From an optimization exercise on the open Yosys and OpenROAD flow, aimed at small area, a short achievable clock period and few clock cycles; shortcuts taken in it are not production practice.
Function was checked by simulation only, so behaviour that the tests miss may differ from the original.
Power and IR drop assume default switching activity.

$ cat config.mk
export PLATFORM = sky130hd
export DESIGN_NAME = PDU_kernel
export DESIGN_NICKNAME = PDU_kernel
export VERILOG_FILES = /design/flow/design.v
export SDC_FILE = /design/flow/constraint.sdc
export NUM_CORES = 4
export LEC_CHECK = 0
export CAP_MARGIN = 20
export CORE_MARGIN = 2
export CORE_UTILIZATION = 50
export CTS_CLUSTER_DIAMETER = 80
export CTS_CLUSTER_SIZE = 22
export SETUP_SLACK_MARGIN = 5
export SLEW_MARGIN = 20
$ cat run.sh
#!/bin/bash
# synth_recipe.tcl (not shown) runs the flow's synth.tcl, then flattens the netlist and writes it again
# the make line also repeats each setting of config.mk as NAME=value (left out here)
make -C /OpenROAD-flow-scripts/flow DESIGN_CONFIG=/design/flow/config.mk WORK_HOME=/design/flow/orfs CLKGATE_MAP_FILE= SYNTH_SCRIPT=/design/flow/synth_recipe.tcl finish
$ cat design.v
module PDU_kernel (
    input                   [ 0 : 0]            sys_clk,
    input                   [ 0 : 0]            sys_rst,
    output                  [31 : 0]            imem_addr,
    input                   [31 : 0]            imem_rdata,
    output                  [31 : 0]            dmem_addr,
    output                  [31 : 0]            dmem_wdata,
    output                  [ 0 : 0]            dmem_we,
    input                   [31 : 0]            dmem_rdata
);
    reg  [31:0] f_pc;
    reg         r_v;
    reg  [31:0] r_pc;
    reg         btb_v;
    reg  [31:0] btb_pc;
    reg  [31:0] btb_tgt;
    reg         i_v;
    reg         i_pred;
    reg  [31:0] i_pc;
    reg         d_v;
    reg         d_pred;
    reg  [31:0] d_pc;
    reg  [31:0] d_inst;
    reg         d_jal;       
    reg         d_bbr;       
    reg         e_v;
    reg         e_pred;
    reg  [31:0] e_pc;
    reg  [31:0] e_rs1;
    reg  [31:0] e_rs2;
    reg  [31:0] e_imm;
    reg         e_a_m, e_a_w, e_a_r;
    reg         e_b_m, e_b_w, e_b_r;
    reg         e_s1_m, e_s1_w, e_s1_r, e_s1_i;
    reg         e_ca_m, e_ca_w, e_ca_r;
    reg         e_cb_m, e_cb_w, e_cb_r;
    reg         e_sa_m, e_sa_w, e_sa_r;
    reg         e_sn_m, e_sn_w, e_sn_r, e_sn_i;
    reg         e_sb_m, e_sb_w, e_sb_r, e_sb_i;
    reg         e_sub;
    reg         e_s_add, e_s_slt, e_s_sltu, e_s_xor, e_s_or, e_s_and, e_s_sh;
    reg         e_s_link, e_s_tgt, e_s_imm;
    reg         e_sh_left, e_sh_arith;
    reg         e_br, e_jal, e_jalr, e_btb_new;
    reg         e_br_eq, e_br_lt, e_cmp_sgn;
    reg  [ 2:0] e_f3;
    reg         e_ld, e_st, e_wen;
    reg  [ 4:0] e_rd;
    reg         m_we, m_ld, m_wen;
    reg  [ 4:0] m_rd;
    reg  [31:0] m_res;
    reg  [31:0] m_sdata;
    reg         w_ld, w_wen;
    reg  [ 4:0] w_rd;
    reg  [31:0] w_res;
    wire [31:0] w_data = w_ld ? dmem_rdata : w_res;
    reg  [31:0] rf [1:31];
    genvar gi;
    generate
        for (gi = 1; gi < 32; gi = gi + 1) begin : g_rf
            always @(posedge sys_clk)
                if (w_wen && w_rd == gi)
                    rf[gi] <= w_data;
        end
    endgenerate
    wire        btb_hit = btb_v && (btb_pc == f_pc);
    assign imem_addr = f_pc;
    wire [31:0] inst = d_inst;
    wire [ 4:0] opc  = inst[6:2];
    wire [ 2:0] f3   = inst[14:12];
    wire [ 4:0] rs1  = inst[19:15];
    wire [ 4:0] rs2  = inst[24:20];
    wire [ 4:0] rd   = inst[11:7];
    wire is_op    = opc == 5'b01100;
    wire is_opi   = opc == 5'b00100;
    wire is_ld    = opc == 5'b00000;
    wire is_st    = opc == 5'b01000;
    wire is_br    = opc == 5'b11000;
    wire is_lui   = opc == 5'b01101;
    wire is_auipc = opc == 5'b00101;
    wire is_jal   = opc == 5'b11011;
    wire is_jalr  = opc == 5'b11001;
    wire use1 = is_op | is_opi | is_ld | is_st | is_br | is_jalr;
    wire use2 = is_op | is_st | is_br;
    wire wen  = (is_op | is_opi | is_ld | is_lui | is_auipc | is_jal | is_jalr) & (|rd);
    wire alu  = is_op | is_opi;
    wire shift = alu && f3[1:0] == 2'b01;
    wire logic_op = alu && (f3 == 3'b100 || f3 == 3'b110 || f3 == 3'b111);
    reg  [31:0] imm;
    always @(*) begin
        imm = {{20{inst[31]}}, inst[31:20]};
        if (is_br)
            imm = {{20{inst[31]}}, inst[7], inst[30:25], inst[11:8], 1'b0};
        if (is_st)
            imm = {{20{inst[31]}}, inst[31:25], inst[11:7]};
        if (is_lui || is_auipc)
            imm = {inst[31:12], 12'h0};
        if (is_jal)
            imm = {{12{inst[31]}}, inst[19:12], inst[20], inst[30:21], 1'b0};
    end
    wire [31:0] dimm = d_jal ? {{12{inst[31]}}, inst[19:12], inst[20], inst[30:21], 1'b0}
                             : {{20{inst[31]}}, inst[7], inst[30:25], inst[11:8], 1'b0};
    wire [31:0] dtgt = d_pc + dimm;
    wire        dpred = d_jal || (d_bbr && !d_pred);
    wire [31:0] rd1 = (w_wen && w_rd == rs1) ? w_data : ((|rs1) ? rf[rs1] : 32'h0);
    wire [31:0] rd2 = (w_wen && w_rd == rs2) ? w_data : ((|rs2) ? rf[rs2] : 32'h0);
    wire f1m = e_wen && e_rd == rs1;
    wire f1w = m_wen && m_rd == rs1 && !f1m;
    wire f2m = e_wen && e_rd == rs2;
    wire f2w = m_wen && m_rd == rs2 && !f2m;
    wire haz = d_v && (
        (e_v && e_ld && e_wen && ((use1 && e_rd == rs1) || (use2 && e_rd == rs2))) ||
        (m_ld && m_wen && ((use1 && m_rd == rs1) || (use2 && m_rd == rs2))));
    wire [31:0] a  = ({32{e_a_m}} & m_res) | ({32{e_a_w}} & w_res) | ({32{e_a_r}} & e_rs1);
    wire [31:0] b  = ({32{e_b_m}} & m_res) | ({32{e_b_w}} & w_res) | ({32{e_b_r}} & e_rs2);
    wire [31:0] s1 = ({32{e_s1_m}} & m_res) | ({32{e_s1_w}} & w_res) | ({32{e_s1_r}} & e_rs2) |
                     ({32{e_s1_i}} & e_imm);
    wire [33:0] sum_x = {1'b0, a, 1'b1} + {1'b0, s1 ^ {32{e_sub}}, e_sub};
    wire [31:0] sum   = sum_x[32:1];
    wire        sltu  = !sum_x[33];
    wire        slt   = (a[31] ^ s1[31]) ? a[31] : sum[31];
    wire [31:0] ca = ({32{e_ca_m}} & m_res) | ({32{e_ca_w}} & w_res) | ({32{e_ca_r}} & e_rs1);
    wire [31:0] cb = ({32{e_cb_m}} & m_res) | ({32{e_cb_w}} & w_res) | ({32{e_cb_r}} & e_rs2);
    wire [31:0] cx = {ca[31] ^ e_cmp_sgn, ca[30:0]};
    wire [31:0] cy = {cb[31] ^ e_cmp_sgn, cb[30:0]};
    wire [31:0] cl0 = ~cx & cy;
    wire [31:0] ce0 = ~(cx ^ cy);
    wire [15:0] cl1, ce1;
    wire [ 7:0] cl2, ce2;
    wire [ 3:0] cl3, ce3;
    wire [ 1:0] cl4, ce4;
    genvar ci;
    generate
        for (ci = 0; ci < 16; ci = ci + 1) begin : g_c1
            assign cl1[ci] = cl0[2*ci+1] | (ce0[2*ci+1] & cl0[2*ci]);
            assign ce1[ci] = ce0[2*ci+1] & ce0[2*ci];
        end
        for (ci = 0; ci < 8; ci = ci + 1) begin : g_c2
            assign cl2[ci] = cl1[2*ci+1] | (ce1[2*ci+1] & cl1[2*ci]);
            assign ce2[ci] = ce1[2*ci+1] & ce1[2*ci];
        end
        for (ci = 0; ci < 4; ci = ci + 1) begin : g_c3
            assign cl3[ci] = cl2[2*ci+1] | (ce2[2*ci+1] & cl2[2*ci]);
            assign ce3[ci] = ce2[2*ci+1] & ce2[2*ci];
        end
        for (ci = 0; ci < 2; ci = ci + 1) begin : g_c4
            assign cl4[ci] = cl3[2*ci+1] | (ce3[2*ci+1] & cl3[2*ci]);
            assign ce4[ci] = ce3[2*ci+1] & ce3[2*ci];
        end
    endgenerate
    wire        lt    = cl4[1] | (ce4[1] & cl4[0]);
    wire        eq    = ce4[1] & ce4[0];
    wire [31:0] sa = ({32{e_sa_m}} & m_res) | ({32{e_sa_w}} & w_res) | ({32{e_sa_r}} & e_rs1);
    wire [31:0] sb = ({32{e_sb_m}} & m_res) | ({32{e_sb_w}} & w_res) |
                     ({32{e_sb_r}} & e_rs2) | ({32{e_sb_i}} & e_imm);
    wire [ 4:0] sn = ({5{e_sn_m}} & m_res[4:0]) | ({5{e_sn_w}} & w_res[4:0]) |
                     ({5{e_sn_r}} & e_rs2[4:0]) | ({5{e_sn_i}} & e_imm[4:0]);
    reg  [31:0] sh_in, sh_res;
    integer k;
    always @(*)
        for (k = 0; k < 32; k = k + 1)
            sh_in[k] = e_sh_left ? sa[31-k] : sa[k];
    wire [32:0] sh_ext = {e_sh_arith & sa[31], sh_in};
    wire [32:0] sh_out = $signed(sh_ext) >>> sn;
    always @(*)
        for (k = 0; k < 32; k = k + 1)
            sh_res[k] = e_sh_left ? sh_out[31-k] : sh_out[k];
    wire [31:0] link = e_pc + 32'h4;
    wire [31:0] tgt  = e_pc + e_imm;
    wire [31:0] res =
        ({32{e_s_add}}  & sum) |
        ({32{e_s_slt}}  & {31'b0, slt}) |
        ({32{e_s_sltu}} & {31'b0, sltu}) |
        ({32{e_s_xor}}  & (sa ^ sb)) |
        ({32{e_s_or}}   & (sa | sb)) |
        ({32{e_s_and}}  & (sa & sb)) |
        ({32{e_s_sh}}   & sh_res) |
        ({32{e_s_link}} & link) |
        ({32{e_s_tgt}}  & tgt) |
        ({32{e_s_imm}}  & e_imm);
    wire cond = (e_br_eq & (eq ^ e_f3[0])) | (e_br_lt & (lt ^ e_f3[0]));
    wire        e_ok     = e_v && !r_v;
    wire        dred     = d_v && dpred;
    wire        taken    = e_jal | e_jalr | cond;
    wire        redirect = e_ok && (taken ? !e_pred : e_pred);
    wire [31:0] tgt_t    = e_jalr ? sum : tgt;
    wire refetch = haz && i_v;
    wire        dsel   = dred && !haz;
    wire [31:0] seq_pc = dsel ? dtgt : (refetch ? i_pc : (btb_hit ? btb_tgt : f_pc + 32'h4));
    wire [31:0] f_next = r_v ? r_pc : seq_pc;
    always @(posedge sys_clk) begin
        if (sys_rst) begin
            f_pc  <= 32'h0;
            r_v   <= 1'b0;
            btb_v <= 1'b0;
            i_v   <= 1'b0;
            d_v   <= 1'b0;
            e_v   <= 1'b0;
            e_wen <= 1'b0;
            m_we  <= 1'b0;
            m_ld  <= 1'b0;
            m_wen <= 1'b0;
            w_wen <= 1'b0;
            w_ld  <= 1'b0;
        end else begin
            f_pc  <= f_next;
            r_v   <= redirect;
            if (e_ok && e_btb_new)
                btb_v <= 1'b1;
            i_v   <= !(r_v || refetch || dsel);
            if (!haz)
                d_v <= i_v && !dred;
            if (r_v)
                d_v <= 1'b0;
            e_v   <= d_v && !r_v && !haz;
            e_wen <= d_v && !r_v && !haz && wen;
            m_we  <= e_ok && e_st;
            m_ld  <= e_ok && e_ld;
            m_wen <= e_wen && !r_v;
            w_ld  <= m_ld;
            w_wen <= m_wen;
        end
    end
    always @(posedge sys_clk)
        if (e_ok && e_btb_new) begin
            btb_pc  <= e_pc;
            btb_tgt <= tgt;
        end
    always @(posedge sys_clk) begin
        r_pc   <= e_pred ? link : tgt_t;      
        i_pred <= btb_hit;
        i_pc   <= f_pc;
        if (!haz) begin
            d_pred <= i_pred;
            d_pc   <= i_pc;
            d_inst <= imem_rdata;
            d_jal  <= imem_rdata[6:2] == 5'b11011;
            d_bbr  <= imem_rdata[6:2] == 5'b11000 && imem_rdata[31];
        end
        e_ld       <= is_ld;
        e_st       <= is_st;
        e_br       <= is_br;
        e_br_eq    <= is_br && f3[2:1] == 2'b00;
        e_br_lt    <= is_br && f3[2];
        e_cmp_sgn  <= !f3[1];
        e_jal      <= is_jal;
        e_jalr     <= is_jalr;
        e_btb_new  <= is_br && inst[31] && !d_pred;
        e_pred     <= d_pred || dpred;
        e_pc       <= d_pc;
        e_rs1      <= rd1;
        e_rs2      <= rd2;
        e_imm      <= imm;
        e_rd       <= rd;
        e_f3       <= f3;
        e_a_m      <= f1m;
        e_a_w      <= f1w;
        e_a_r      <= !f1m && !f1w;
        e_b_m      <= is_st && f2m;
        e_b_w      <= is_st && f2w;
        e_b_r      <= is_st && !f2m && !f2w;
        e_s1_m     <= is_op && f2m;
        e_s1_w     <= is_op && f2w;
        e_s1_r     <= is_op && !f2m && !f2w;
        e_s1_i     <= !is_op;
        e_ca_m     <= is_br && f1m;
        e_ca_w     <= is_br && f1w;
        e_ca_r     <= is_br && !f1m && !f1w;
        e_cb_m     <= is_br && f2m;
        e_cb_w     <= is_br && f2w;
        e_cb_r     <= is_br && !f2m && !f2w;
        e_sa_m     <= (shift || logic_op) && f1m;
        e_sa_w     <= (shift || logic_op) && f1w;
        e_sa_r     <= (shift || logic_op) && !f1m && !f1w;
        e_sb_m     <= logic_op && is_op && f2m;
        e_sb_w     <= logic_op && is_op && f2w;
        e_sb_r     <= logic_op && is_op && !f2m && !f2w;
        e_sb_i     <= logic_op && !is_op;
        e_sn_m     <= shift && is_op && f2m;
        e_sn_w     <= shift && is_op && f2w;
        e_sn_r     <= shift && is_op && !f2m && !f2w;
        e_sn_i     <= shift && !is_op;
        e_sub      <= alu && (f3 == 3'b010 || f3 == 3'b011 || (is_op && f3 == 3'b000 && inst[30]));
        e_s_add    <= (alu && f3 == 3'b000) || is_ld || is_st;
        e_s_slt    <= alu && f3 == 3'b010;
        e_s_sltu   <= alu && f3 == 3'b011;
        e_s_xor    <= alu && f3 == 3'b100;
        e_s_or     <= alu && f3 == 3'b110;
        e_s_and    <= alu && f3 == 3'b111;
        e_s_sh     <= shift;
        e_s_link   <= is_jal | is_jalr;
        e_s_tgt    <= is_auipc;
        e_s_imm    <= is_lui;
        e_sh_left  <= f3 == 3'b001;
        e_sh_arith <= inst[30] && f3 == 3'b101;
        m_rd    <= e_rd;
        m_res   <= res;
        m_sdata <= b;
        w_rd  <= m_rd;
        w_res <= m_res;
    end
    assign dmem_addr  = m_res;
    assign dmem_wdata = m_sdata;
    assign dmem_we    = m_we;
endmodule
$ cat constraint.sdc
create_clock -name core_clock -period 12.0 [get_ports {sys_clk}]
set_input_delay 2.4000 -clock core_clock [delete_from_list [all_inputs] [get_ports {sys_clk}]]
set_output_delay 2.4000 -clock core_clock [all_outputs]
set_load 0.01 [all_outputs]
==> impl_metrics.json, run 1 <==
{
  "globalRouteTotalUtil_pct": 46.2,
  "hold_slack_ns": 0.381,
  "routed.top_layer": "met5",
  "reg2reg_depth": 14,
  "fin_worst_skew_ns": 0.0520,
  "setup_ws_ns": 7.22,
  "synth_cell_types": 79,
  "synth_area_um2": 72900,
  "setup_viol": 0,
  "path_max_fanout": 32,
  "rsz0062_at_grt": "false",
  "drive_above_1_share_pct": 8.06,
  "reg2reg_slack_ns": 7.22,
  "stdcell_area_um2": 80100,
  "placement.io_buffers": 160,
  "synth_top_area_share_pct": 46.2,
  "fin_tns_setup_ns": 0,
  "top_register": "rf",
  "synth_ff_type": "edfxtp_1",
  "dpl_cell_area_um2": 77200,
  "largest_register_ffs": 992,
  "critPathKind": "flop to flop",
  "seq_area_frac_synth_pct": 57.1,
  "drc": 0,
  "synth_edf_count": 1121,
  "ant_nets": 0,
  "holdBufCountCts": 0,
  "layout.cells.non_filler": 8167,
  "syn_avg_cell_area_um2": 11.7,
  "first_pass_iters": 13,
  "num_vias": 63600,
  "endpoint_kind": "flop",
  "grt_pass1_wl_mm": 475,
  "synth_nets": 6467,
  "post-place-cells": 8006,
  "fp.dieW_um": 386,
  "drtIter0Drc": 14300,
  "routed_wl_mm": 354,
  "wl_met3_mm": 52.9,
  "start_kind": "flop",
  "yosysTopAreaCell": "edfxtp_1",
  "worst_pin_slew_ns": 1.33,
  "post-route-util_pct": 55.1,
  "grt_max_degree": 67,
  "place_ws_ns": 7.27,
  "final_nets": 6440,
  "multi_input_area_um2": 29300,
  "insertion_delay_ns": 0.78,
  "h-tree-depth": 3,
  "arrival_ns": 5.43,
  "r2r-end": "r_pc[30]",
  "core_area_um2": 145000,
  "fillers": 12300,
  "grt_antenna_before_repair": 25,
  "synth.yosys.warnings": 34,
  "hpwl_mm": 217,
  "cts.repair.resized": 0,
  "row_count": 140,
  "hold_viol_final": 0,
  "ys_ff_latch": 1518,
  "powerDensity_nw_per_um2": 132,
  "fp.dieH_um": 386,
  "ios": 163,
  "vias_per_cell": 7.79,
  "clk_path_buf_depth": 3,
  "ff_latch_area_um2": 41600,
  "die_area_um2": 149000,
  "worstHoldStart": "d_pc[0]",
  "worstPathRequired_ns": 12.65,
  "hold_class": "flop to flop",
  "max_slew_margin_pct": 10.7,
  "syn_inst": 6208,
  "power_leakage_nw": 28.1,
  "fmax_mhz": 209,
  "cts_setup_buffers": 0,
  "area_growth_pct": 9.92,
  "power.total_mw": 10.5,
  "place_congestion": 1.03,
  "hold_depth": 0,
  "wl_met1_mm": 117,
  "max_cap_viol_count": 0,
  "async_flop_share_pct": 0,
  "final.period_utilization_pct": 39.8,
  "synth.area.top_cells": "edfxtp_1, dfxtp_1, a22oi_1",
  "wl_per_cell_um": 43.3,
  "cts_tree": "done",
  "fin_crit_ns": 4.78,
  "slew_violations": 0,
  "initial_utilization_pct": 50.2,
  "cts.reportedPaths.clkPinSlew_ns": 0.09,
  "clkSinkCount": 1518,
  "hold_end": "e_pc[0]",
  "root_buffer": "clkbuf_16",
  "wl_met2_mm": 150,
  "reg2reg_from": "e_s1_r",
  "gr-total-overflow": 0,
  "numCtsBuffers": 89,
  "status": "finished clean",
  "first_global_vias": 58500,
  "irDropWorstVdd_uv": 143
}
==> where the power goes <==
group | switching [mW] | internal, mW
Sequential | 0.236 | 5.75
Combinational | 0.807 | 0.363
Clock | 1.91 | 1.48
Total | 2.96 | 7.59
==> synthesized netlist by cell type, drive strengths merged (34+ instances only) <==
master,instances
clkbuf,411
a22oi,479
a21o,40
o22ai,72
mux2i,102
nand3,171
nand2,389
and2,34
o211ai,51
edfxtp,1121
a21oi,191
ha,191
a222oi,226
nand4,154
nor3,116
a221oi,285
a22o,271
a211oi,41
nor2,269
buf,56
xor2,81
dfxtp,397
xnor2,150
inv,241
o21ai,251
mux2,38
==> critical path, cell delays in order (launching register included) <==
cell and delay (ns):
dfxtp_1 0.31, buf_4 0.26, a22o_1 0.28, a221oi_1 0.27
xnor2_1 0.12, ha_1 0.48, nand3_1 0.19, nor4_1 0.51
nand3_1 0.21, and3_1 0.31, o31ai_1 0.32, a21oi_1 0.20
o21ai_0 0.53, mux2_2 0.41, a211o_1 0.26
==> cells by family (layout without fill, tap and decap cells) <==
logic type / after synthesis / after routing / synth area share (%)
xor+xnor: 231 / 231 / 2.78
buf+inv: 709 / 740 / 3.69
simple gates: 1308 / 1308 / 8.60
flops: 1518 / 1518 / 57.1
compound gates: 2088 / 2088 / 21.8
fa+ha+maj: 193 / 193 / 3.33
mux: 161 / 161 / 2.64
other cells: 0 / 11 / 0
==> cells in the final DEF (no fill, tap or decap), types with 13 or more instances in the layout <==
cell type	n
nand2b_1	29
xnor2_1	150
clkdlybuf4s50_1	160
nor2_4	92
edfxtp_1	1121
o211ai_1	51
a222oi_1	226
or3_1	13
a22o_1	271
o21ai_0	250
o22ai_1	72
buf_4	188
nor3_1	113
clkbuf_1	25
a31oi_1	17
a221o_1	28
nand3_1	168
o31ai_1	14
a221oi_1	285
a211oi_1	40
nor4_1	32
inv_1	240
nand2_1	386
and2_1	34
a21oi_1	191
o21a_1	19
a22oi_1	479
mux2i_1	102
clkbuf_16	89
a21o_1	40
nor2_1	177
mux2_2	38
nor2b_1	22
xor2_1	81
nand4_1	154
ha_1	191
mux4_2	20
and3_1	23
dfxtp_1	392
==> per-layer routing <==
metal | up-vias | global-route usage (%)
met5 | - | 0
met4 | 32 | 34.9
met3 | 1792 | 16.7
met2 | 6248 | 68.5
met1 | 30700 | 55.0
li1 | 24800 | -
==> final cells by class <==
class                           count  share of cell area [%]
Antenna cell                       11                  0.0344
Sequential cell                  1518                    52.0
Tap cell                         1917                    2.99
Multi-Input combinational cell   3981                    36.6
Timing Repair Buffer              349                    3.77
Clock buffer                      116                    2.93
Clock inverter                     33                   0.570
Inverter                          242                    1.13
==> worst max-delay path by stage <==
stage                              from            end
after floorplan                   e_sub       r_pc[30]
after CTS                     m_res[26]  dmem_addr[26]
after detailed placement  dmem_rdata[0]       rf[5][0]
after global placement    dmem_rdata[3]      rf[15][3]
final                            e_s1_r       r_pc[30]
after global routing             e_s1_r       r_pc[30]
Testbench counts, summed over its fixed seeds: cycles 109,990.
==> run 2, diff against run 1 <==
--- a/config.mk
+++ b/config.mk
@@ -7,8 +7,9 @@
 export LEC_CHECK = 0
 export CAP_MARGIN = 20
 export CORE_MARGIN = 2
-export CORE_UTILIZATION = 50
+export CORE_UTILIZATION = 55
 export CTS_CLUSTER_DIAMETER = 80
 export CTS_CLUSTER_SIZE = 22
+export PLACE_DENSITY = 0.68
 export SETUP_SLACK_MARGIN = 5
 export SLEW_MARGIN = 20
==> run 2 against run 1 <==
Net effect: first-iteration DRC count is 2.6% higher; total power barely moved; utilization grew 5.7 points; die area shrank 9.0%; final cell count shrank 1.9%; worst hold slack improved by 0.0055 ns; sequential power about the same; still clean on timing, DRC and antenna; critical path depth shrank 1; critical endpoint is now r_pc[31].
==> impl_metrics.json, run 2 <==
{
  "status": "finished clean",
  "synth_edf_count": 1121,
  "place_congestion": 1.06,
  "clkSinkCount": 1518,
  "arrival_ns": 5.42,
  "stdcell_area_um2": 80000,
  "irDropWorstVdd_uv": 168,
  "num_vias": 64400,
  "top_register": "rf",
  "cts.reportedPaths.clkPinSlew_ns": 0.10,
  "power_leakage_nw": 28.1,
  "grt_pass1_wl_mm": 461,
  "initial_utilization_pct": 55.4,
  "final_nets": 6448,
  "cts.repair.resized": 0,
  "h-tree-depth": 3,
  "vias_per_cell": 8.04,
  "grt_antenna_before_repair": 24,
  "synth_ff_type": "edfxtp_1",
  "holdBufCountCts": 0,
  "cp_cell_sequence": "buf_4 > a22o_1 > a221oi_1 > xnor2_1 > ha_1 > nand3_1 > nor4_1 > o21ai_0 > a211oi_1 > o21ai_0 > a21boi_0 > o31ai_1 > mux2_2",
  "core_area_um2": 131000,
  "synth_area_um2": 72900,
  "cts_tree": "done",
  "fin_worst_skew_ns": 0.0433,
  "fillers": 10600,
  "gr-total-overflow": 0,
  "row_count": 133,
  "synth_nets": 6467,
  "globalRouteTotalUtil_pct": 48.5,
  "synthTopCellsByCount": "edfxtp_1, a22oi_1, clkbuf_1",
  "wl_met3_mm": 54.5,
  "post-place-cells": 7852,
  "synth.area.top_cells": "edfxtp_1, dfxtp_1, a22oi_1",
  "insertion_delay_ns": 0.75,
  "ff_latch_area_um2": 41600,
  "drtIter0Drc": 14700,
  "root_buffer": "clkbuf_16",
  "slowest_stage": "a211oi_1",
  "slew_violations": 0,
  "max_cap_viol_count": 0,
  "powerDensity_nw_per_um2": 132,
  "setup_ws_ns": 7.20,
  "final_common_cell": "edfxtp_1",
  "fin_tns_setup_ns": 0,
  "crit_family": "compound AO/OA/AOI/OAI gates",
  "synth_top_area_share_pct": 46.2,
  "yosysTopAreaCell": "edfxtp_1",
  "fp.dieW_um": 368,
  "routed.top_layer": "met5",
  "final.period_utilization_pct": 40.0,
  "endpoint_kind": "flop",
  "largest_register_ffs": 992,
  "clk_path_buf_depth": 3,
  "synth.yosys.warnings": 34,
  "cts_setup_buffers": 0,
  "async_flop_share_pct": 0,
  "syn_avg_cell_area_um2": 11.7,
  "start_kind": "flop",
  "drc": 0,
  "worst-path-buf-inv": 1,
  "fp.dieH_um": 368,
  "multi_input_area_um2": 29300,
  "wl_met2_mm": 142,
  "cpMostUsedCell": "o21ai_0",
  "place_ws_ns": 7.34,
  "wl_per_cell_um": 42.4,
  "wl_met1_mm": 110,
  "ios": 163,
  "grt_max_degree": 67,
  "area_growth_pct": 9.74,
  "seq_area_frac_synth_pct": 57.1,
  "placement.io_buffers": 160,
  "fin_crit_ns": 4.80,
  "dpl_cell_area_um2": 77100,
  "hold_viol_final": 0,
  "hold_class": "flop to flop",
  "first_global_vias": 59400,
  "routed_wl_mm": 340,
  "layout.cells.non_filler": 8013,
  "fmax_mhz": 208,
  "worstPathRequired_ns": 12.62,
  "post-route-util_pct": 60.8,
  "max_slew_margin_pct": 6.53,
  "numCtsBuffers": 89,
  "critPathKind": "flop to flop",
  "ys_ff_latch": 1518,
  "worst_pin_slew_ns": 1.39,
  "setup_viol": 0,
  "rsz0062_at_grt": "false",
  "path_max_fanout": 32,
  "slowest_delay_ns": 0.71,
  "yosysMostFrequentCell": "edfxtp_1",
  "die_area_um2": 135000,
  "ant_nets": 0,
  "synth_cell_types": 79,
  "first_pass_iters": 14,
  "reg2reg_slack_ns": 7.20,
  "drive_above_1_share_pct": 8.17,
  "hpwl_mm": 207,
  "final_cell_mix": "edfxtp_1, a22oi_1, dfxtp_1",
  "syn_inst": 6208
}
run 2: routing by layer:
layer,track usage (%),vias up
met5,0.107,-
met4,36.3,32
met3,18.7,1914
met2,71.1,6793
met1,57.8,30800
li1,-,24800
run 2: power breakdown:
part | internal [mW] | total, mW | switching (mW)
sequential | 5.75 | 5.97 | 0.226
combinational | 0.364 | 1.19 | 0.825
clock | 1.52 | 3.38 | 1.86
total | 7.63 | 10.5 | 2.91
run 2: final timing paths:
kind | from | end | cells past startpoint
worst min-delay path | d_pc[11] | e_pc[11] | 0
worst max-delay path | e_s1_r | r_pc[31] | 13
worst max register to register | e_s1_r | r_pc[31] | 13
worst min register to register | d_pc[11] | e_pc[11] | 0
run 2: per-stage QoR:
| stage | hold WS (ns) | power (mW) |
|---|---|---|
| after detailed placement | 0.362 | 7.19 |
| final | 0.387 | 10.5 |
| after global routing | 0.394 | 10.7 |
| after global placement | 0.353 | 7.18 |
| after floorplan | 0.349 | 6.58 |
| after CTS | 0.377 | 10.4 |
run 2: layout make-up:
| class | instances | share of cell area, % |
|---|---|---|
| Timing Repair Buffer | 357 | 3.85 |
| Sequential cell | 1518 | 52.1 |
| Clock buffer | 118 | 3.05 |
| Multi-Input combinational cell | 3981 | 36.7 |
| Tap cell | 1755 | 2.75 |
| Inverter | 242 | 1.14 |
| Antenna cell | 14 | 0.0438 |
| Clock inverter | 28 | 0.459 |
run 2: cells by family (layout without fill, tap and decap cells):
| kind of cell | count (synthesis) | after routing | synth area share (%) |
|---|---|---|---|
| compound gates | 2088 | 2088 | 21.8 |
| fa+ha+maj | 193 | 193 | 3.33 |
| mux | 161 | 161 | 2.64 |
| flops | 1518 | 1518 | 57.1 |
| simple gates | 1308 | 1308 | 8.60 |
| xor+xnor | 231 | 231 | 2.78 |
| buf+inv | 709 | 745 | 3.69 |
| other cells | 0 | 14 | 0 |
run 2: worst register-to-register path, stage by stage, from the launching register on:
cell,delay [ns]
dfxtp_1,0.31
buf_4,0.27
a22o_1,0.29
a221oi_1,0.29
xnor2_1,0.12
ha_1,0.48
nand3_1,0.18
nor4_1,0.59
o21ai_0,0.43
a211oi_1,0.71
o21ai_0,0.29
a21boi_0,0.32
o31ai_1,0.13
mux2_2,0.30
==> run 3, diff against run 2 <==
--- a/design.v
+++ b/design.v
@@ -29,14 +29,14 @@
     reg  [31:0] e_rs1;
     reg  [31:0] e_rs2;
     reg  [31:0] e_imm;
-    reg         e_a_m, e_a_w, e_a_r;
-    reg         e_b_m, e_b_w, e_b_r;
-    reg         e_s1_m, e_s1_w, e_s1_r, e_s1_i;
-    reg         e_ca_m, e_ca_w, e_ca_r;
-    reg         e_cb_m, e_cb_w, e_cb_r;
-    reg         e_sa_m, e_sa_w, e_sa_r;
-    reg         e_sn_m, e_sn_w, e_sn_r, e_sn_i;
-    reg         e_sb_m, e_sb_w, e_sb_r, e_sb_i;
+    reg         e_a_m, e_a_r;
+    reg         e_b_m, e_b_r;
+    reg         e_s1_m, e_s1_r, e_s1_i;
+    reg         e_ca_m, e_ca_r;
+    reg         e_cb_m, e_cb_r;
+    reg         e_sa_m, e_sa_r;
+    reg         e_sn_m, e_sn_r, e_sn_i;
+    reg         e_sb_m, e_sb_r, e_sb_i;
     reg         e_sub;
     reg         e_s_add, e_s_slt, e_s_sltu, e_s_xor, e_s_or, e_s_and, e_s_sh;
     reg         e_s_link, e_s_tgt, e_s_imm;
@@ -102,25 +102,25 @@
                              : {{20{inst[31]}}, inst[7], inst[30:25], inst[11:8], 1'b0};
     wire [31:0] dtgt = d_pc + dimm;
     wire        dpred = d_jal || (d_bbr && !d_pred);
-    wire [31:0] rd1 = (w_wen && w_rd == rs1) ? w_data : ((|rs1) ? rf[rs1] : 32'h0);
-    wire [31:0] rd2 = (w_wen && w_rd == rs2) ? w_data : ((|rs2) ? rf[rs2] : 32'h0);
+    wire [31:0] rd1 = (m_wen && m_rd == rs1) ? m_res :
+                      (w_wen && w_rd == rs1) ? w_data : ((|rs1) ? rf[rs1] : 32'h0);
+    wire [31:0] rd2 = (m_wen && m_rd == rs2) ? m_res :
+                      (w_wen && w_rd == rs2) ? w_data : ((|rs2) ? rf[rs2] : 32'h0);
     wire f1m = e_wen && e_rd == rs1;
-    wire f1w = m_wen && m_rd == rs1 && !f1m;
     wire f2m = e_wen && e_rd == rs2;
-    wire f2w = m_wen && m_rd == rs2 && !f2m;
     wire haz = d_v && (
         (e_v && e_ld && e_wen && ((use1 && e_rd == rs1) || (use2 && e_rd == rs2))) ||
         (m_ld && m_wen && ((use1 && m_rd == rs1) || (use2 && m_rd == rs2))));
-    wire [31:0] a  = ({32{e_a_m}} & m_res) | ({32{e_a_w}} & w_res) | ({32{e_a_r}} & e_rs1);
-    wire [31:0] b  = ({32{e_b_m}} & m_res) | ({32{e_b_w}} & w_res) | ({32{e_b_r}} & e_rs2);
-    wire [31:0] s1 = ({32{e_s1_m}} & m_res) | ({32{e_s1_w}} & w_res) | ({32{e_s1_r}} & e_rs2) |
+    wire [31:0] a  = ({32{e_a_m}} & m_res) | ({32{e_a_r}} & e_rs1);
+    wire [31:0] b  = ({32{e_b_m}} & m_res) | ({32{e_b_r}} & e_rs2);
+    wire [31:0] s1 = ({32{e_s1_m}} & m_res) | ({32{e_s1_r}} & e_rs2) |
                      ({32{e_s1_i}} & e_imm);
     wire [33:0] sum_x = {1'b0, a, 1'b1} + {1'b0, s1 ^ {32{e_sub}}, e_sub};
     wire [31:0] sum   = sum_x[32:1];
     wire        sltu  = !sum_x[33];
     wire        slt   = (a[31] ^ s1[31]) ? a[31] : sum[31];
-    wire [31:0] ca = ({32{e_ca_m}} & m_res) | ({32{e_ca_w}} & w_res) | ({32{e_ca_r}} & e_rs1);
-    wire [31:0] cb = ({32{e_cb_m}} & m_res) | ({32{e_cb_w}} & w_res) | ({32{e_cb_r}} & e_rs2);
+    wire [31:0] ca = ({32{e_ca_m}} & m_res) | ({32{e_ca_r}} & e_rs1);
+    wire [31:0] cb = ({32{e_cb_m}} & m_res) | ({32{e_cb_r}} & e_rs2);
     wire [31:0] cx = {ca[31] ^ e_cmp_sgn, ca[30:0]};
     wire [31:0] cy = {cb[31] ^ e_cmp_sgn, cb[30:0]};
     wire [31:0] cl0 = ~cx & cy;
@@ -150,11 +150,10 @@
     endgenerate
     wire        lt    = cl4[1] | (ce4[1] & cl4[0]);
     wire        eq    = ce4[1] & ce4[0];
-    wire [31:0] sa = ({32{e_sa_m}} & m_res) | ({32{e_sa_w}} & w_res) | ({32{e_sa_r}} & e_rs1);
-    wire [31:0] sb = ({32{e_sb_m}} & m_res) | ({32{e_sb_w}} & w_res) |
+    wire [31:0] sa = ({32{e_sa_m}} & m_res) | ({32{e_sa_r}} & e_rs1);
+    wire [31:0] sb = ({32{e_sb_m}} & m_res) |
                      ({32{e_sb_r}} & e_rs2) | ({32{e_sb_i}} & e_imm);
-    wire [ 4:0] sn = ({5{e_sn_m}} & m_res[4:0]) | ({5{e_sn_w}} & w_res[4:0]) |
-                     ({5{e_sn_r}} & e_rs2[4:0]) | ({5{e_sn_i}} & e_imm[4:0]);
+    wire [ 4:0] sn = ({5{e_sn_m}} & m_res[4:0]) | ({5{e_sn_r}} & e_rs2[4:0]) | ({5{e_sn_i}} & e_imm[4:0]);
     reg  [31:0] sh_in, sh_res;
     integer k;
     always @(*)
@@ -254,31 +253,23 @@
         e_rd       <= rd;
         e_f3       <= f3;
         e_a_m      <= f1m;
-        e_a_w      <= f1w;
-        e_a_r      <= !f1m && !f1w;
+        e_a_r      <= !f1m;
         e_b_m      <= is_st && f2m;
-        e_b_w      <= is_st && f2w;
-        e_b_r      <= is_st && !f2m && !f2w;
+        e_b_r      <= is_st && !f2m;
         e_s1_m     <= is_op && f2m;
-        e_s1_w     <= is_op && f2w;
-        e_s1_r     <= is_op && !f2m && !f2w;
+        e_s1_r     <= is_op && !f2m;
         e_s1_i     <= !is_op;
         e_ca_m     <= is_br && f1m;
-        e_ca_w     <= is_br && f1w;
-        e_ca_r     <= is_br && !f1m && !f1w;
+        e_ca_r     <= is_br && !f1m;
         e_cb_m     <= is_br && f2m;
-        e_cb_w     <= is_br && f2w;
-        e_cb_r     <= is_br && !f2m && !f2w;
+        e_cb_r     <= is_br && !f2m;
         e_sa_m     <= (shift || logic_op) && f1m;
-        e_sa_w     <= (shift || logic_op) && f1w;
-        e_sa_r     <= (shift || logic_op) && !f1m && !f1w;
+        e_sa_r     <= (shift || logic_op) && !f1m;
         e_sb_m     <= logic_op && is_op && f2m;
-        e_sb_w     <= logic_op && is_op && f2w;
-        e_sb_r     <= logic_op && is_op && !f2m && !f2w;
+        e_sb_r     <= logic_op && is_op && !f2m;
         e_sb_i     <= logic_op && !is_op;
         e_sn_m     <= shift && is_op && f2m;
-        e_sn_w     <= shift && is_op && f2w;
-        e_sn_r     <= shift && is_op && !f2m && !f2w;
+        e_sn_r     <= shift && is_op && !f2m;
         e_sn_i     <= shift && !is_op;
         e_sub      <= alu && (f3 == 3'b010 || f3 == 3'b011 || (is_op && f3 == 3'b000 && inst[30]));
         e_s_add    <= (alu && f3 == 3'b000) || is_ld || is_st;
--- a/config.mk
+++ b/config.mk
@@ -7,9 +7,8 @@
 export LEC_CHECK = 0
 export CAP_MARGIN = 20
 export CORE_MARGIN = 2
-export CORE_UTILIZATION = 55
+export CORE_UTILIZATION = 50
 export CTS_CLUSTER_DIAMETER = 80
 export CTS_CLUSTER_SIZE = 22
-export PLACE_DENSITY = 0.68
 export SETUP_SLACK_MARGIN = 5
 export SLEW_MARGIN = 20
==> run 3 against run 2 <==
Net effect: still clean; sequential share of layout area up 0.53 points; final area down 1.4%; die area up 8.5%; area after synthesis down 1.3%; critical endpoint is now dmem_addr[1].
==> impl_metrics.json, run 3 <==
{
  "worst-path-buf-inv": 1,
  "drc": 0,
  "dpl_cell_area_um2": 76100,
  "path_max_fanout": 13,
  "endpoint_kind": "primary output",
  "rsz0062_at_grt": "false",
  "fin_tns_setup_ns": 0,
  "synthAdderAreaFrac_pct": 3.38,
  "top_register": "rf",
  "clk_path_buf_depth": 3,
  "fp.dieH_um": 383,
  "hold_viol_final": 0,
  "setup_viol": 0,
  "fin_worst_skew_ns": 0.0690,
  "yosysTopAreaCell": "edfxtp_1",
  "powerDensity_nw_per_um2": 133,
  "r2r-end": "r_pc[19]",
  "row_count": 139,
  "fp.dieW_um": 383,
  "layout.cells.non_filler": 7846,
  "irDropWorstVdd_uv": 130,
  "synth.yosys.warnings": 34,
  "slowest_stage": "dfxtp_1",
  "num_vias": 62200,
  "synth-compound-area-share_pct": 22.1,
  "final_cell_mix": "edfxtp_1, a22o_1, nand2_1",
  "syn_inst": 5918,
  "hold_depth": 0,
  "cts.repair.resized": 0,
  "power_leakage_nw": 27.2,
  "arrival_ns": 2.48,
  "synth_top_family_by_area": "compound AO/OA/AOI/OAI gates",
  "setup_ws_ns": 7.12,
  "area_growth_pct": 9.60,
  "cts_tree": "done",
  "hpwl_mm": 206,
  "post_synth_xor_area_fraction_pct": 2.82,
  "slowest_delay_ns": 1.01,
  "post-route-util_pct": 55.1,
  "reg2reg_depth": 11,
  "routed_wl_mm": 348,
  "grt_use_met3_pct": 18.2,
  "max_cap_viol_count": 0,
  "synthMuxAreaShare_pct": 2.64,
  "h-tree-depth": 3,
  "die_area_um2": 147000,
  "worst_pin_slew_ns": 1.36,
  "clkSinkCount": 1510,
  "final.period_utilization_pct": 40.7,
  "grt_max_degree": 67,
  "synth.area.top_cells": "edfxtp_1, dfxtp_1, a22o_1",
  "grt_busiest_layer": "met2",
  "core_area_um2": 143000,
  "synth_nets": 6177,
  "synth_simple_gate_area_share_pct": 8.30,
  "synthTopCellsByCount": "edfxtp_1, a22o_1, nand2_1",
  "seq_area_frac_synth_pct": 57.6,
  "power.total_mw": 10.5,
  "place_congestion": 1.05,
  "place_ws_ns": 7.61,
  "numCtsBuffers": 88,
  "status": "finished clean",
  "final_common_cell": "edfxtp_1",
  "cts.reportedPaths.clkPinSlew_ns": 0.10,
  "final_nets": 6139,
  "globalRouteTotalUtil_pct": 46.0,
  "ys_ff_latch": 1510,
  "synth_edf_count": 1121,
  "cp_cell_sequence": "clkdlybuf4s50_1",
  "max_slew_margin_pct": 9.28,
  "root_buffer": "clkbuf_16",
  "crit_family": "flip-flops",
  "grt_antenna_before_repair": 27,
  "start_kind": "flop",
  "fmax_mhz": 205,
  "synth_area_um2": 71900,
  "initial_utilization_pct": 50.3,
  "grtUsageMet2_pct": 67.0,
  "syn_avg_cell_area_um2": 12.2,
  "first_global_vias": 57600,
  "slew_violations": 0,
  "async_flop_share_pct": 0,
  "post-place-cells": 7693,
  "vias_per_cell": 7.93,
  "crit_cells": 1,
  "synth_top_area_share_pct": 46.8,
  "gr-total-overflow": 0,
  "drive_above_1_share_pct": 8.29,
  "largest_register_ffs": 992,
  "placement.io_buffers": 160,
  "critPathKind": "flop to primary output",
  "grt_pass1_wl_mm": 469,
  "synth_ff_type": "edfxtp_1",
  "yosysMostFrequentCell": "edfxtp_1",
  "worstPathRequired_ns": 9.60,
  "drtIter0Drc": 13200,
  "ant_nets": 0,
  "insertion_delay_ns": 0.77,
  "wl_per_cell_um": 44.3,
  "hold_class": "flop to flop",
  "reg2reg_from": "m_res[10]",
  "first_pass_iters": 11,
  "hold_end": "e_pc[0]",
  "cts_setup_buffers": 0,
  "worstHoldStart": "d_pc[0]",
  "hold_slack_ns": 0.375,
  "synth_cell_types": 98,
  "reg2reg_slack_ns": 7.38,
  "fin_crit_ns": 4.88,
  "grt_use_met1_pct": 54.8,
  "stdcell_area_um2": 78800,
  "holdBufCountCts": 0,
  "ios": 163
}
[run 3: changes by cell type after synthesis, sizes merged, moves of 64 or more]
cell    change
a221oi     +84
a222oi     -92
a22o      +177
a22oi     -233
a31oi      +64
inv       -122
nand3     -101
o21ai      -94
o221ai     +65
[run 3: kinds of logic after synthesis]
family,count (synthesis)
compound gates,2025
xor+xnor,232
fa+ha+maj,193
buf+inv,563
flops,1510
mux,142
simple gates,1253
[run 3: final cells by class]
| type | count | area [um2] |
|---|---|---|
| Fill cell | 11900 | 64300 |
| Sequential cell | 1510 | 41500 |
| Multi-Input combinational cell | 3845 | 29000 |
| Timing Repair Buffer | 316 | 2770 |
| Tap cell | 1903 | 2380 |
| Clock buffer | 115 | 2380 |
| Inverter | 119 | 447 |
| Clock inverter | 29 | 369 |
| Antenna cell | 9 | 22.5 |
[run 3: how the worst max path moves through the flow]
stage / start / to / slack [ns]
after detailed placement: m_res[1] / r_pc[24] / 7.61
after global placement: m_res[1] / r_pc[20] / 7.61
after CTS: m_res[1] / dmem_addr[1] / 7.19
after floorplan: e_sub / m_res[29] / 8.44
after global routing: m_res[1] / dmem_addr[1] / 7.20
final: m_res[1] / dmem_addr[1] / 7.12
[run 3: metal layers]
metal  vias up  part of all wire (%)
met5         -                  0.12
met4        42                   9.9
met3      1888                    16
met2      6221                    42
met1     30200                    33
li1      23900                     -
[run 3: where the power goes]
group	switching (mW)	total [mW]	internal, mW	leakage, nW
sequential	0.237	5.96	5.72	13.7
combinational	0.821	1.20	0.380	12.2
clock	1.88	3.35	1.47	1.32
total	2.93	10.5	7.57	27.2
Testbench counts of run 3, summed over its fixed seeds: cycles 109,990.
==> run 4, diff against run 3 <==
--- a/config.mk
+++ b/config.mk
@@ -11,4 +11,4 @@
 export CTS_CLUSTER_DIAMETER = 80
 export CTS_CLUSTER_SIZE = 22
 export SETUP_SLACK_MARGIN = 5
-export SLEW_MARGIN = 20
+export SLEW_MARGIN = 40
==> run 4 against run 3 <==
Net effect: fmax is 3.1% higher; synthesized cell count unchanged; worst hold slack lost 0.0037 ns; sequential cell count unchanged; clock power about the same; largest cell class unchanged; area after synthesis did not move.
==> impl_metrics.json, run 4 <==
{
  "irDropWorstVdd_uv": 154,
  "drive_above_1_share_pct": 8.96,
  "switching_share_pct": 27.7,
  "area_growth_pct": 10.4,
  "slowest_stage": "dfxtp_1",
  "final_common_cell": "edfxtp_1",
  "fin_worst_skew_ns": 0.0524,
  "crit_family": "flip-flops",
  "synth_cell_types": 98,
  "final_cell_mix": "edfxtp_1, a22o_1, nand2_1",
  "die_area_um2": 147000,
  "fmax_mhz": 211,
  "gr-total-overflow": 0,
  "cts.reportedPaths.clkPinSlew_ns": 0.09,
  "num_vias": 62400,
  "placement.io_buffers": 160,
  "vias_per_cell": 7.92,
  "slew_violations": 0,
  "top_register": "rf",
  "status": "finished clean",
  "max_cap_viol_count": 0,
  "largest_register_ffs": 992,
  "hold_class": "flop to flop",
  "synth.yosys.warnings": 34,
  "first_global_vias": 57700,
  "fin_crit_ns": 4.73,
  "slowest_delay_ns": 0.91,
  "path_max_fanout": 11,
  "hpwl_mm": 206,
  "endpoint_kind": "primary output",
  "initial_utilization_pct": 50.3,
  "clkSinkCount": 1510,
  "grt_antenna_before_repair": 24,
  "synth_nets": 6177,
  "cellInternalPower_mw": 7.61,
  "insertion_delay_ns": 0.77,
  "power.total_mw": 10.5,
  "async_flop_share_pct": 0,
  "routed_wl_mm": 348,
  "synth_ff_type": "edfxtp_1",
  "syn_avg_cell_area_um2": 12.2,
  "pwr-share-comb_pct": 11.5,
  "drtIter0Drc": 13400,
  "core_area_um2": 143000,
  "first_pass_iters": 13,
  "clk_path_buf_depth": 3,
  "cts.repair.resized": 0,
  "fin_tns_setup_ns": 0,
  "place_congestion": 1.05,
  "yosysTopAreaCell": "edfxtp_1",
  "root_buffer": "clkbuf_16",
  "ios": 163,
  "cts_tree": "done",
  "seqPwrFrac_pct": 56.6,
  "globalRouteTotalUtil_pct": 46.1,
  "switchingPower_mw": 2.92,
  "ys_ff_latch": 1510,
  "final.period_utilization_pct": 39.5,
  "max_slew_margin_pct": 28.1,
  "worstPathRequired_ns": 9.60,
  "start_kind": "flop",
  "rsz0062_at_grt": "false",
  "synth.area.top_cells": "edfxtp_1, dfxtp_1, a22o_1",
  "critPathKind": "flop to primary output",
  "power_leakage_nw": 27.4,
  "grt_pass1_wl_mm": 469,
  "arrival_ns": 2.33,
  "ant_nets": 0,
  "synth_area_um2": 71900,
  "seq_area_frac_synth_pct": 57.6,
  "powerDensity_nw_per_um2": 133,
  "hold_viol_final": 0,
  "yosysMostFrequentCell": "edfxtp_1",
  "grt_max_degree": 66,
  "syn_inst": 5918,
  "fp.dieW_um": 383,
  "cts_setup_buffers": 0,
  "drc": 0,
  "final_nets": 6156,
  "holdBufCountCts": 0,
  "post-route-util_pct": 55.5,
  "synthTopCellsByCount": "edfxtp_1, a22o_1, nand2_1",
  "fp.dieH_um": 383,
  "wl_per_cell_um": 44.2,
  "row_count": 139,
  "worst-path-buf-inv": 1,
  "power_frac_clock_pct": 32.0,
  "cp_cell_sequence": "clkdlybuf4s50_1",
  "worst_pin_slew_ns": 1.08,
  "numCtsBuffers": 88,
  "setup_viol": 0,
  "synth_edf_count": 1121,
  "h-tree-depth": 3,
  "synth_top_area_share_pct": 46.8
}
==> run 4: cell counts after synthesis <==
Identical to the previous run, type by type.
==> run 4: cell families after synthesis <==
logic type / Yosys count / share of synthesized area [%]
AND/OR/NAND/NOR: 1253 / 8.30
XOR/XNOR: 232 / 2.82
flip-flops: 1510 / 57.6
adder cells (fa/ha/maj): 193 / 3.38
AO/OA/AOI/OAI: 2025 / 22.1
buffers and inverters: 563 / 3.11
multiplexers: 142 / 2.64
==> run 4: metrics by stage <==
stage | cells | setup WS, ns | cell area (um2) | hold slack [ns]
3_3_place_gp | 7693 | 7.61 | 76100 | 0.361
6_report | 7877 | 7.27 | 79500 | 0.371
4_1_cts | 7852 | 7.24 | 79100 | 0.371
5_1_grt | 7863 | 7.29 | 79400 | 0.387
3_5_place_dp | 7700 | 7.60 | 76300 | 0.363
2_1_floorplan | 5918 | 8.44 | 71900 | 0.349
==> run 4: layout make-up <==
type	instances	area, um2
Fill cell	11800	63700
Sequential cell	1510	41500
Multi-Input combinational cell	3845	29200
Timing Repair Buffer	333	3160
Clock buffer	123	2390
Tap cell	1903	2380
Inverter	119	447
Clock inverter	29	410
Antenna cell	15	37.5
==> run 4: final timing paths <==
check / slack [ns] / startpoint / depth (start not counted) / endpoint
setup / recovery: 7.27 / m_res[25] / 1 / dmem_addr[25]
hold / removal: 0.37 / d_pc[12] / 0 / e_pc[12]
setup reg to reg: 7.52 / m_res[10] / 12 / m_res[29]
hold reg to reg: 0.37 / d_pc[12] / 0 / e_pc[12]
==> run 4: power groups by stage <==
stage / clock (mW) / sequential (mW) / combinational, mW
6_report: 3.37 / 5.96 / 1.21
2_1_floorplan: 0 / 5.90 / 0.673
3_5_place_dp: 0 / 6.06 / 1.12
5_1_grt: 3.54 / 5.95 / 1.23
4_1_cts: 3.36 / 5.94 / 1.13
3_3_place_gp: 0 / 6.06 / 1.12
==> run 4: layer usage <==
layer	part of all wire [%]	global-route usage, %
met1	33	54.3
met2	42	67.4
met3	16	18.7
met4	9.9	34.6
met5	0.082	0.162
==> run 5, diff against run 4 <==
--- a/design.v
+++ b/design.v
@@ -49,6 +49,8 @@
     reg         m_we, m_ld, m_wen;
     reg  [ 4:0] m_rd;
     reg  [31:0] m_res;
+    reg  [31:0] m_addr;      
+    reg         e_mem;
     reg  [31:0] m_sdata;
     reg         w_ld, w_wen;
     reg  [ 4:0] w_rd;
@@ -237,6 +239,7 @@
             d_bbr  <= imem_rdata[6:2] == 5'b11000 && imem_rdata[31];
         end
         e_ld       <= is_ld;
+        e_mem      <= is_ld || is_st;
         e_st       <= is_st;
         e_br       <= is_br;
         e_br_eq    <= is_br && f3[2:1] == 2'b00;
@@ -286,11 +289,12 @@
         e_sh_arith <= inst[30] && f3 == 3'b101;
         m_rd    <= e_rd;
         m_res   <= res;
+        m_addr  <= {32{e_mem}} & sum;
         m_sdata <= b;
         w_rd  <= m_rd;
         w_res <= m_res;
     end
-    assign dmem_addr  = m_res;
+    assign dmem_addr  = m_addr;
     assign dmem_wdata = m_sdata;
     assign dmem_we    = m_we;
 endmodule
--- a/config.mk
+++ b/config.mk
@@ -11,4 +11,4 @@
 export CTS_CLUSTER_DIAMETER = 80
 export CTS_CLUSTER_SIZE = 22
 export SETUP_SLACK_MARGIN = 5
-export SLEW_MARGIN = 40
+export SLEW_MARGIN = 20
==> run 5 against run 4 <==
Net effect: still clean on timing, DRC and antenna; die area is 0.72% higher; fmax is 8.9% lower; clock power is 5% higher; clock skew is 0.0031 ns lower; final area is 0.24% higher; total power is 3.3% higher; synthesized cell count is 0.86% higher; utilization is 0.067 points lower; critical path depth is 12 higher; count of clock-buffer cells in the layout is 12 lower; critical path type is now flop to flop; sequential power is 2% higher.
==> impl_metrics.json, run 5 <==
{
  "drc": 0,
  "root_buffer": "clkbuf_16",
  "numCtsBuffers": 94,
  "critPathKind": "flop to flop",
  "cts.repair.resized": 0,
  "hold_depth": 0,
  "fin_worst_skew_ns": 0.0494,
  "top_register": "rf",
  "power.total_mw": 10.9,
  "place_ws_ns": 7.03,
  "power_leakage_nw": 27.6,
  "drtIter0Drc": 13300,
  "hold_slack_ns": 0.383,
  "worst-path-buf-inv": 1,
  "final_nets": 6191,
  "ys_ff_latch": 1543,
  "wl_per_cell_um": 44.3,
  "path_max_fanout": 32,
  "cp_cell_sequence": "buf_4 > a222oi_1 > xnor2_1 > ha_1 > a211oi_1 > o21ai_1 > o31ai_2 > o21ai_1 > a21o_1 > a21oi_1 > xnor2_1 > mux2i_1 > o21ai_0",
  "max_cap_viol_count": 0,
  "setup_viol": 0,
  "drive_above_1_share_pct": 8.60,
  "globalRouteTotalUtil_pct": 46.1,
  "reg2reg_depth": 13,
  "die_area_um2": 148000,
  "cellInternalPower_mw": 7.78,
  "worstPathRequired_ns": 12.53,
  "endpoint_kind": "flop",
  "arrival_ns": 5.73,
  "crit_cells": 13,
  "cts_tree": "done",
  "gr-total-overflow": 0,
  "grt_antenna_before_repair": 27,
  "grt_max_degree": 67,
  "largest_register_ffs": 992,
  "clk_path_buf_depth": 3,
  "synth.yosys.warnings": 34,
  "final_common_cell": "edfxtp_1",
  "slowest_stage": "o21ai_0",
  "post-route-util_pct": 55.4,
  "holdBufCountCts": 0,
  "seqPwrFrac_pct": 55.6,
  "core_area_um2": 144000,
  "final.period_utilization_pct": 43.3,
  "synth_nets": 6228,
  "hold_viol_final": 0,
  "cts.reportedPaths.clkPinSlew_ns": 0.09,
  "area_growth_pct": 9.91,
  "max_slew_margin_pct": 12.4,
  "status": "finished clean",
  "seq_area_frac_synth_pct": 58.1,
  "syn_avg_cell_area_um2": 12.1,
  "async_flop_share_pct": 0,
  "rsz0062_at_grt": "false",
  "fmax_mhz": 192,
  "clkSinkCount": 1543,
  "synth.area.top_cells": "edfxtp_1, dfxtp_1, a22o_1",
  "synth_cell_types": 87,
  "hpwl_mm": 206,
  "hold_class": "flop to flop",
  "row_count": 139,
  "yosysMostFrequentCell": "edfxtp_1",
  "switching_share_pct": 28.5,
  "power_frac_clock_pct": 32.6,
  "worst_pin_slew_ns": 1.30,
  "irDropWorstVdd_uv": 143,
  "syn_inst": 5969,
  "fin_crit_ns": 5.20,
  "fin_tns_setup_ns": 0,
  "synthTopCellsByCount": "edfxtp_1, a22o_1, nand2_1",
  "fp.dieH_um": 385,
  "vias_per_cell": 7.87,
  "setup_ws_ns": 6.80,
  "ant_nets": 0,
  "num_vias": 62200,
  "grt_pass1_wl_mm": 471,
  "synth_ff_type": "edfxtp_1",
  "routed_wl_mm": 350,
  "h-tree-depth": 3,
  "dpl_cell_area_um2": 76600,
  "post-place-cells": 7739,
  "cts_setup_buffers": 0,
  "fillers": 12200,
  "layout.cells.non_filler": 7903,
  "first_global_vias": 57600,
  "synth_top_area_share_pct": 46.5,
  "powerDensity_nw_per_um2": 137,
  "fp.dieW_um": 385,
  "initial_utilization_pct": 50.4,
  "ios": 163,
  "place_congestion": 1.01,
  "insertion_delay_ns": 0.79,
  "slowest_delay_ns": 1.03,
  "stdcell_area_um2": 79600,
  "slew_violations": 0,
  "start_kind": "flop",
  "pwr-share-comb_pct": 11.8,
  "yosysTopAreaCell": "edfxtp_1",
  "synth_area_um2": 72500,
  "synth_edf_count": 1121,
  "final_cell_mix": "edfxtp_1, a22o_1, nand2_1",
  "placement.io_buffers": 160,
  "crit_family": "compound AO/OA/AOI/OAI gates",
  "first_pass_iters": 13,
  "switchingPower_mw": 3.10
}
==> run 5: changes by cell type after synthesis, moves of 20 or more <==
cell      before  now
nand4b_1      35   12
nand2_1      414  464
o211ai_1      59   38
o21ai_0      144  110
o21ai_1       11   31
a22o_1       444  465
xor2_1        99   71
a221oi_1     368  408
a22oi_1      246  181
xnor2_1      133  160
dfxtp_1      389  422
and2_1        23   53
==> run 5: cell type report <==
class                           count  area (um2)  area share, %
Antenna cell                       13        32.5         0.0408
Inverter                          102         383          0.481
Clock inverter                     40         558          0.701
Tap cell                         1903        2380           2.99
Timing Repair Buffer              318        2790           3.50
Sequential cell                  1543       42100           52.9
Clock buffer                      111        2440           3.06
Multi-Input combinational cell   3873       28900           36.3
==> run 5: layer usage <==
| layer | share of wire, % | track usage (%) | vias up |
|---|---|---|---|
| met5 | 0.085 | 0.0975 | - |
| li1 | - | - | 24000 |
| met1 | 33 | 55.5 | 30300 |
| met2 | 42 | 67.5 | 6040 |
| met4 | 9.9 | 35.2 | 28 |
| met3 | 15 | 16.6 | 1821 |
==> run 5: power groups by stage <==
stage	combinational (mW)	clock, mW	sequential (mW)
after floorplan	0.668	0	6.02
after global placement	1.19	0	6.16
after detailed placement	1.20	0	6.16
after CTS	1.20	3.54	6.03
after global routing	1.30	3.72	6.04
final	1.29	3.54	6.05
==> run 5: kinds of logic (layout without fill, tap and decap cells) <==
group,count (synthesis),count (layout),share of synthesized area [%]
compound gates,1990,1990,21.7
flops,1543,1543,58.1
simple gates,1327,1327,8.60
buf+inv,553,571,2.97
xor+xnor,231,231,2.79
fa+ha+maj,194,194,3.37
mux,131,131,2.45
other cells,0,13,0
==> run 5: final timing paths <==
path	end	start	slack (ns)
worst min register to register	e_pc[22]	d_pc[22]	0.38
worst max register to register	r_pc[16]	e_s1_m	6.80
worst min-delay path	e_pc[22]	d_pc[22]	0.38
worst max-delay path	r_pc[16]	e_s1_m	6.80
==> run 5: worst register-to-register path: stages (launching register included) <==
cell	delay (ns)
dfxtp_1	0.30
buf_4	0.27
a222oi_1	0.57
xnor2_1	0.15
ha_1	0.38
a211oi_1	0.27
o21ai_1	0.17
o31ai_2	0.54
o21ai_1	0.38
a21o_1	0.27
a21oi_1	0.18
xnor2_1	0.33
mux2i_1	0.16
o21ai_0	1.03
Testbench counts of run 5, summed over its fixed seeds: cycles 109,990.
==> run 6, diff against run 5 <==
--- a/config.mk
+++ b/config.mk
@@ -11,4 +11,4 @@
 export CTS_CLUSTER_DIAMETER = 80
 export CTS_CLUSTER_SIZE = 22
 export SETUP_SLACK_MARGIN = 5
-export SLEW_MARGIN = 20
+export SLEW_MARGIN = 40
==> run 6 against run 5 <==
Net effect: combinational power about the same; sequential share of layout area shrank 0.32 points; fmax is 2.6% higher; via count decreased by 0.28%; worst hold slack worse by 0.0011 ns; total power grew 0.39%; global-route usage is 0.092 points lower; critical endpoint is now m_res[30]; highest routed layer unchanged.
==> impl_metrics.json, run 6 <==
{
  "hpwl_mm": 206,
  "cpMostUsedCell": "o21ai_1",
  "grt_max_degree": 67,
  "ios": 163,
  "synth_cell_types": 87,
  "cts.reportedPaths.clkPinSlew_ns": 0.09,
  "synth_nets": 6228,
  "ant_nets": 0,
  "wl_per_cell_um": 44.1,
  "async_flop_share_pct": 0,
  "fin_tns_setup_ns": 0,
  "placement.io_buffers": 160,
  "core_area_um2": 144000,
  "h-tree-depth": 3,
  "root_buffer": "clkbuf_16",
  "cp_cell_sequence": "buf_4 > a222oi_1 > xnor2_1 > ha_1 > a211oi_1 > o21ai_1 > o31ai_2 > o21ai_1 > a211oi_1 > o21ai_1 > a41o_1 > o21ai_1 > xnor2_1 > a221o_1",
  "start_kind": "flop",
  "slowest_stage": "a211oi_1",
  "holdBufCountCts": 0,
  "largest_register_ffs": 992,
  "powerDensity_nw_per_um2": 136,
  "place_congestion": 1.01,
  "grt_pass1_wl_mm": 469,
  "insertion_delay_ns": 0.79,
  "fp.dieW_um": 385,
  "synth.yosys.warnings": 34,
  "max_slew_margin_pct": 26.9,
  "cts.repair.resized": 0,
  "synth.area.top_cells": "edfxtp_1, dfxtp_1, a22o_1",
  "multi_input_area_um2": 29100,
  "reg2reg_depth": 14,
  "drive_above_1_share_pct": 9.05,
  "final_common_cell": "edfxtp_1",
  "fin_worst_skew_ns": 0.0467,
  "synth_top_area_share_pct": 46.5,
  "arrival_ns": 5.71,
  "hold_depth": 0,
  "die_area_um2": 148000,
  "area_growth_pct": 10.6,
  "grt_antenna_before_repair": 22,
  "final.period_utilization_pct": 42.2,
  "worst_pin_slew_ns": 1.10,
  "syn_inst": 5969,
  "num_vias": 62000,
  "switching_share_pct": 28.3,
  "cellInternalPower_mw": 7.82,
  "worstPathRequired_ns": 12.65,
  "fillers": 12200,
  "setup_viol": 0,
  "clk_path_buf_depth": 3,
  "power.total_mw": 10.9,
  "gr-total-overflow": 0,
  "numCtsBuffers": 92,
  "top_register": "rf",
  "first_pass_iters": 10,
  "max_cap_viol_count": 0,
  "hold_viol_final": 0,
  "fp.dieH_um": 385,
  "syn_avg_cell_area_um2": 12.1,
  "final_cell_mix": "edfxtp_1, a22o_1, nand2_1",
  "drc": 0,
  "status": "finished clean",
  "irDropWorstVdd_uv": 142,
  "drtIter0Drc": 13600,
  "fmax_mhz": 197,
  "hold_class": "flop to flop",
  "synth_edf_count": 1121,
  "power_frac_clock_pct": 32.7,
  "synth_ff_type": "edfxtp_1",
  "ys_ff_latch": 1543,
  "crit_family": "compound AO/OA/AOI/OAI gates",
  "initial_utilization_pct": 50.4,
  "fin_crit_ns": 5.06,
  "switchingPower_mw": 3.09,
  "yosysMostFrequentCell": "edfxtp_1",
  "stdcell_area_um2": 80100,
  "final_nets": 6204,
  "slew_violations": 0,
  "first_global_vias": 57500,
  "endpoint_kind": "flop",
  "path_max_fanout": 32,
  "worst-path-buf-inv": 1,
  "ff_latch_area_um2": 42100,
  "cts_setup_buffers": 0,
  "seq_area_frac_synth_pct": 58.1,
  "slowest_delay_ns": 0.60,
  "dpl_cell_area_um2": 76900,
  "clkSinkCount": 1543,
  "power_leakage_nw": 27.8,
  "pwr-share-comb_pct": 11.9,
  "cts_tree": "done",
  "setup_ws_ns": 6.94,
  "synthTopCellsByCount": "edfxtp_1, a22o_1, nand2_1",
  "yosysTopAreaCell": "edfxtp_1",
  "crit_cells": 14,
  "place_ws_ns": 7.15,
  "globalRouteTotalUtil_pct": 46.0,
  "critPathKind": "flop to flop",
  "routed_wl_mm": 349,
  "synth_area_um2": 72500,
  "seqPwrFrac_pct": 55.4,
  "rsz0062_at_grt": "false",
  "vias_per_cell": 7.84,
  "row_count": 139,
  "hold_slack_ns": 0.382
}
-- run 6: cell counts after synthesis --
No cell type changed its count.
-- run 6: area by class of cell --
| cell class | count | share of cell area [%] |
|---|---|---|
| Sequential cell | 1543 | 52.6 |
| Multi-Input combinational cell | 3873 | 36.3 |
| Timing Repair Buffer | 333 | 3.95 |
| Clock buffer | 114 | 3.07 |
| Tap cell | 1903 | 2.97 |
| Clock inverter | 33 | 0.660 |
| Inverter | 102 | 0.478 |
| Antenna cell | 8 | 0.0250 |
-- run 6: path summary, 6_finish.rpt --
| kind | from | to | slack, ns |
|---|---|---|---|
| worst max-delay path | e_s1_m | m_res[30] | 6.94 |
| worst min-delay path | d_pc[0] | e_pc[0] | 0.38 |
| worst max register to register | e_s1_m | m_res[30] | 6.94 |
| worst min register to register | d_pc[0] | e_pc[0] | 0.38 |
-- run 6: through the flow --
stage / util (%) / cells
detailed placement: 53.6 / 7745
CTS: 55.6 / 7892
global placement: 53.3 / 7739
floorplan: - / 5969
global route: 55.8 / 7901
finish: 55.8 / 7909
-- run 6: routing by layer --
layer,routed length [um],up-vias,part of all wire [%],global-route usage (%)
li1,-,24000,-,-
met1,115000,29900,33,55.4
met2,146000,6275,42,66.8
met3,52700,1840,15,17.0
met4,35300,20,10,35.7
met5,131,-,0.038,0.195
-- run 6: logic make-up (layout without fill, tap and decap cells) --
group                      count (synthesis)  after routing  share of synthesized area (%)
xor gates and xnor gates                 231            231                           2.79
DFF                                     1543           1543                           58.1
other                                      0              8                              0
muxes                                    131            131                           2.45
and+or+nand+nor                         1327           1327                           8.60
adders and majority gates                194            194                           3.37
AOI/OAI and AO/OA                       1990           1990                           21.7
buffers and inverters                    553            582                           2.97
-- run 6: power by group through the flow --
stage | clock network, mW | registers (mW) | logic (mW)
after global placement | 0 | 6.16 | 1.19
after CTS | 3.55 | 6.03 | 1.21
after detailed placement | 0 | 6.16 | 1.21
final | 3.57 | 6.05 | 1.30
after floorplan | 0 | 6.02 | 0.668
after global routing | 3.72 | 6.05 | 1.31
